What follows belongs to an exercise in optimizing a design on an open flow for small area; a production flow would make more cautious choices.
Where RTL was checked, it was by simulation tests only, not by an equivalence proof against the original.
Power figures rest on the tool's default switching activity, not on a simulated workload.

// stopwatch
module stopwatch
(
    input clk,
    input reset,
    input start,
    input pfinish,
    input stop,
    output [6:0] hex0,
    output [6:0] hex1,
    output [6:0] hex2,
    output [6:0] hex3,
    output [6:0] hex4,
    output [6:0] hex5,
    output [9:0] led
);
export LEC_CHECK = 0
export CAP_MARGIN = 0
export CORE_MARGIN = 2
export CORE_UTILIZATION = 65
export GPL_TIMING_DRIVEN = 0
export SLEW_MARGIN = 0
create_clock -name core_clock -period 10.0 [get_ports {clk}]
standard.sh (not shown) runs the stock make flow with config.mk's settings and CLKGATE_MAP_FILE= SYNTH_SCRIPT=/design/flow/synth_recipe.tcl, a recipe that flattens the netlist after the stock synthesis.
==> flow/flow/run.sh <==
#!/bin/bash
# Standard ORFS layout with area-oriented knobs:
#  - synthesis: the standard flow's synthesis script with the combinational mapping done by
#    an area-oriented ABC script (flow/area.abc) and no adder extraction;
#    registers are mapped exactly as in the standard synthesis
#  - small port buffers, small clock buffers without dummy loads
# Each tool's output goes to the ORFS logs under orfs/logs; make's output to flow.log.
set -euo pipefail
W=$(pwd)
export AREA_ABC_SCRIPT=$W/flow/area.abc
bash standard.sh \
  SYNTH_SCRIPT=$W/flow/mysynth.tcl \
  ADDER_MAP_FILE= \
  'BUFFER_PORTS_ARGS=-buffer_cell sky130_fd_sc_hd__buf_1' \
  'CTS_ARGS=-sink_clustering_enable -repair_clock_nets -dont_use_dummy_load -buf_list sky130_fd_sc_hd__clkbuf_8 -sink_clustering_size 18 -sink_clustering_max_diameter 60' \
  finish > flow.log 2>&1
==> flow/flow/area.abc <==
strash
&get -n
&deepsyn -T 30
&dch -f
&nf -R 1000
&put
==> flow/flow/mysynth.tcl <==
proc synth {args} { yosys synth -nofsm -noshare {*}$args }
# map the combinational logic with an area-oriented ABC script
proc abc {args} {
  set i [lsearch -exact $args -script]
  if {$i >= 0} { lset args [expr {$i + 1}] $::env(AREA_ABC_SCRIPT) }
  set j [lsearch -exact $args -D]
  if {$j >= 0} { set args [lreplace $args $j [expr {$j + 1}]] }
  yosys abc {*}$args
}
source $::env(SCRIPTS_DIR)/synth.tcl
# left out here: clear keep_hierarchy, flatten, clean up, hide names made inside functions, write 1_2_yosys.v
Then changed:
- CAP_MARGIN: 0 -> 20
- CORE_UTILIZATION: 65 -> 70
- GPL_TIMING_DRIVEN: 0 -> default
- PLACE_DENSITY: default -> 0.85
- SLEW_MARGIN: 0 -> 20
After rerunning: The new run completed with no timing, DRC or antenna violations. Critical path depth falls by 1. Design area went down by 3.2%. Clock-buffer cell count is unchanged. Sequential cell count does not change. Global-route usage goes up by 1.8 points. Setup slack improves by 300 ps. Sequential power barely changes. First-iteration DRC count rises by 18%. Via count stays the same.
Then changed:
- CORE_UTILIZATION: 70 -> 65
- PLACE_DENSITY: 0.85 -> default
Wire length goes down by 2.6%.
Final cell count goes up by 3.3%.
Register-to-register slack is better by 50 ps.
Global-route usage goes down by 2.4 points.
Synthesized cell count does not change.

* * *

== yarrow ==
Another version of the RTL of stopwatch (not shown whole).
Size: ~620 cells after synthesis, about 220 flip-flops, ~57 I/O pins, roughly 8700 µm² of cells after synthesis.
export LEC_CHECK = 0
export CAP_MARGIN = 20
export CELL_PAD_IN_SITES_DETAIL_PLACEMENT = 0
export CELL_PAD_IN_SITES_GLOBAL_PLACEMENT = 0
export CORE_MARGIN = 2
export CORE_UTILIZATION = 80
export PLACE_DENSITY = 0.95
export SLEW_MARGIN = 20
create_clock -name core_clock -period 10.0 [get_ports {clk}]
Scripts as last shown in full above: flow/flow/run.sh, flow/flow/area.abc, flow/flow/mysynth.tcl
yarrow finished end to end and its layout was clean on timing, DRC and antenna.
Relative to yarrow, the following input files were edited for willow:
Settings: changing PLACE_DENSITY from 0.95 to 0.9; removing CELL_PAD_IN_SITES_DETAIL_PLACEMENT (formerly 0); removing CELL_PAD_IN_SITES_GLOBAL_PLACEMENT (formerly 0); changing CORE_UTILIZATION from 80 to 75.
Findings:
Sort willow and yarrow by critical path depth, descending, and yarrow comes first. willow vs. yarrow: switching power went down by about 9%. Smallest setup slack after layout on willow is ahead of yarrow. willow against yarrow: average size of a mapped cell went up; non-clock buffer count in the final layout went down; wire length after detailed routing went down; register-to-register slack went down. Total power: willow vs yarrow down 4.1%.
Input changes introduced in garnet (baseline for comparison: willow):
Settings: a change of CORE_UTILIZATION from 75 to 65; a deleted PLACE_DENSITY that had been 0.9.
diff --git a/flow/flow/run.sh b/flow/flow/run.sh
--- a/flow/flow/run.sh
+++ b/flow/flow/run.sh
@@ -15,2 +15,4 @@
   'CTS_ARGS=-sink_clustering_enable -repair_clock_nets -dont_use_dummy_load -buf_list sky130_fd_sc_hd__clkbuf_8 -sink_clustering_size 18 -sink_clustering_max_diameter 60' \
+  "DONT_USE_CELLS=sky130_fd_sc_hd__probe_p_8 sky130_fd_sc_hd__probec_p_8 sky130_fd_sc_hd__lpflow_bleeder_1 sky130_fd_sc_hd__lpflow_clkbufkapwr_1 sky130_fd_sc_hd__lpflow_clkbufkapwr_16 sky130_fd_sc_hd__lpflow_clkbufkapwr_2 sky130_fd_sc_hd__lpflow_clkbufkapwr_4 sky130_fd_sc_hd__lpflow_clkbufkapwr_8 sky130_fd_sc_hd__lpflow_clkinvkapwr_1 sky130_fd_sc_hd__lpflow_clkinvkapwr_16 sky130_fd_sc_hd__lpflow_clkinvkapwr_2 sky130_fd_sc_hd__lpflow_clkinvkapwr_4 sky130_fd_sc_hd__lpflow_clkinvkapwr_8 sky130_fd_sc_hd__lpflow_decapkapwr_12 sky130_fd_sc_hd__lpflow_decapkapwr_3 sky130_fd_sc_hd__lpflow_decapkapwr_4 sky130_fd_sc_hd__lpflow_decapkapwr_6 sky130_fd_sc_hd__lpflow_decapkapwr_8 sky130_fd_sc_hd__lpflow_inputiso0n_1 sky130_fd_sc_hd__lpflow_inputiso0p_1 sky130_fd_sc_hd__lpflow_inputiso1n_1 sky130_fd_sc_hd__lpflow_inputiso1p_1 sky130_fd_sc_hd__lpflow_inputisolatch_1 sky130_fd_sc_hd__lpflow_isobufsrc_1 sky130_fd_sc_hd__lpflow_isobufsrc_16 sky130_fd_sc_hd__lpflow_isobufsrc_2 sky130_fd_sc_hd__lpflow_isobufsrc_4 sky130_fd_sc_hd__lpflow_isobufsrc_8 sky130_fd_sc_hd__lpflow_isobufsrckapwr_16 sky130_fd_sc_hd__lpflow_lsbuf_lh_hl_isowell_tap_1 sky130_fd_sc_hd__lpflow_lsbuf_lh_hl_isowell_tap_2 sky130_fd_sc_hd__lpflow_lsbuf_lh_hl_isowell_tap_4 sky130_fd_sc_hd__lpflow_lsbuf_lh_isowell_4 sky130_fd_sc_hd__lpflow_lsbuf_lh_isowell_tap_1 sky130_fd_sc_hd__lpflow_lsbuf_lh_isowell_tap_2 sky130_fd_sc_hd__lpflow_lsbuf_lh_isowell_tap_4 sky130_fd_sc_hd__buf_4 sky130_fd_sc_hd__buf_6 sky130_fd_sc_hd__buf_8 sky130_fd_sc_hd__buf_12 sky130_fd_sc_hd__buf_16" \
+  'MIN_BUF_CELL_AND_PORTS=sky130_fd_sc_hd__buf_2 A X' \
   finish > flow.log 2>&1
## What came out
- Having completed the whole flow, willow delivered a layout that passed the timing, DRC and antenna checks.
- garnet completed every stage of the flow, and the final layout passed the timing, DRC and antenna checks.
- Relative to willow, the sequential share of layout area of garnet is lower by 0.81 points.
- garnet vs. willow: number of detailed-route iterations in the first pass went down by 1.
- garnet ended up with a higher area added between synthesis and finish than willow did.
- Number of different library cells in the post-synthesis netlist (garnet vs. willow) decreases by a few percent
- The run showing the greater switching share of power is willow.
- garnet packs its core more loosely than willow.
- Compare garnet and willow | via count lower: garnet
### garnet -> onyx
Settings: setting PLACE_DENSITY to 0.85 for the first time; changing CORE_UTILIZATION from 65 to 70.
==> flow/flow/run.sh <==
#!/bin/bash
# Standard ORFS layout with area-oriented knobs:
#  - synthesis: the standard flow's synthesis script with the combinational mapping done by
#    an area-oriented ABC script (flow/area.abc) and no adder extraction;
#    registers are mapped exactly as in the standard synthesis
#  - small port buffers, small clock buffers without dummy loads
# Each tool's output goes to the ORFS logs under orfs/logs; make's output to flow.log.
set -euo pipefail
W=$(pwd)
export AREA_ABC_SCRIPT=$W/flow/area.abc
bash standard.sh \
  SYNTH_SCRIPT=$W/flow/mysynth.tcl \
  ADDER_MAP_FILE= \
  'BUFFER_PORTS_ARGS=-buffer_cell sky130_fd_sc_hd__buf_1' \
  'CTS_ARGS=-sink_clustering_enable -repair_clock_nets -dont_use_dummy_load -buf_list sky130_fd_sc_hd__clkbuf_8 -sink_clustering_size 18 -sink_clustering_max_diameter 60' \
  finish > flow.log 2>&1
The more densely filled core belongs to onyx, not garnet. Delta (onyx minus garnet): count of clock-buffer cells in the layout did not really move, share of total power in the clock network did not really move.

* * *

## run a
Another version of the RTL of stopwatch (not shown whole).
For scale: ~620 cells after synthesis, roughly 220 flip-flops, ~57 I/O pins, about 8800 sq um of cells after synthesis.
==> flow/config.mk <==
export PLATFORM = sky130hd
export DESIGN_NAME = stopwatch
export DESIGN_NICKNAME = stopwatch
export VERILOG_FILES = /design/flow/design.v
export SDC_FILE = /design/flow/constraint.sdc
export NUM_CORES = 4
export LEC_CHECK = 0
export CAP_MARGIN = 20
export CORE_MARGIN = 2
export CORE_UTILIZATION = 65
export GPL_TIMING_DRIVEN = 0
export SLEW_MARGIN = 20
==> flow/constraint.sdc <==
create_clock -name core_clock -period 10.0 [get_ports {clk}]
set_input_delay 2.0000 -clock core_clock [delete_from_list [all_inputs] [get_ports {clk}]]
set_output_delay 2.0000 -clock core_clock [all_outputs]
set_load 0.01 [all_outputs]
==> flow/flow/run.sh <==
#!/bin/bash
# Standard ORFS layout with area-oriented knobs:
#  - synthesis: the standard flow's synthesis script with the combinational mapping done by
#    an area-oriented ABC script (flow/area.abc) and no adder extraction;
#    registers are mapped exactly as in the standard synthesis
#  - small port buffers, small clock buffers without dummy loads
# Each tool's output goes to the ORFS logs under orfs/logs; make's output to flow.log.
set -euo pipefail
W=$(pwd)
export AREA_ABC_SCRIPT=$W/flow/area.abc
bash standard.sh \
  SYNTH_SCRIPT=$W/flow/mysynth.tcl \
  ADDER_MAP_FILE= \
  'BUFFER_PORTS_ARGS=-buffer_cell sky130_fd_sc_hd__buf_1' \
  'CTS_ARGS=-sink_clustering_enable -repair_clock_nets -dont_use_dummy_load -buf_list sky130_fd_sc_hd__clkbuf_8 -sink_clustering_size 18 -sink_clustering_max_diameter 60' \
  finish > flow.log 2>&1
Scripts as last shown in full above: flow/flow/area.abc, flow/flow/mysynth.tcl
Run a: no failed stages, no open violations at the end
Inputs modified between run a and run b:
Settings: a change of SLEW_MARGIN from 20 to 5; a change of CAP_MARGIN from 20 to 5.
## What came out
In summary, run b completed successfully, with a layout that passed the timing, DRC and antenna checks.
NOTE non-filler instance count after layout run a->run b increased slightly
For the portion of total power attributed to combinational logic, run b came in 0.5 points higher than run a did.
Re share of total power consumed by net switching: run a and run b aren't equal, and the higher value belongs to run a.
[diff] internal power consumption, run b relative to run a: regression
Function was not checked in any run of this note: the RTL went through the layout flow alone.

separate check: timing with driven ports:
No port has a modelled driver above. Below, the same layouts with a new extraction and two added sets of constraints.
Step 1, drivers: a clkbuf_16 drives clk and a buf_2 each remaining input, both assumed.
Step 2 times the ports against the registers' clock, not the clock port: input delays grow and output delays shrink by t, the midpoint of the rising clock arrivals with the driver on.
Slacks: ideal ports / drivers / drivers and shift; pairs: ideal ports / drivers.
run	t, ns	setup WS [ns]	worst setup path at the end	latest minus earliest clock arrival (ns)
the first run of note 1	0.522	2.303 / 2.263 / 2.785	register to output	0.051 / 0.050
the second run of note 1	0.514	2.605 / 2.567 / 3.081	register to output	0.063 / 0.063
the third run of note 1	0.508	2.586 / 2.551 / 3.060	register to output	0.043 / 0.043
yarrow	0.510	2.212 / 2.179 / 2.689	register to output	0.049 / 0.049
willow	0.512	2.883 / 2.848 / 3.360	register to output	0.036 / 0.035
garnet	0.521	2.425 / 2.387 / 2.908	register to output	0.050 / 0.050
onyx	0.513	2.723 / 2.688 / 3.201	register to output	0.047 / 0.046
run a	0.530	3.527 / 3.489 / 4.019	register to output	0.045 / 0.045
run b	0.519	3.565 / 3.527 / 4.046	register to output	0.025 / 0.026
After both steps every run listed still meets setup and hold.
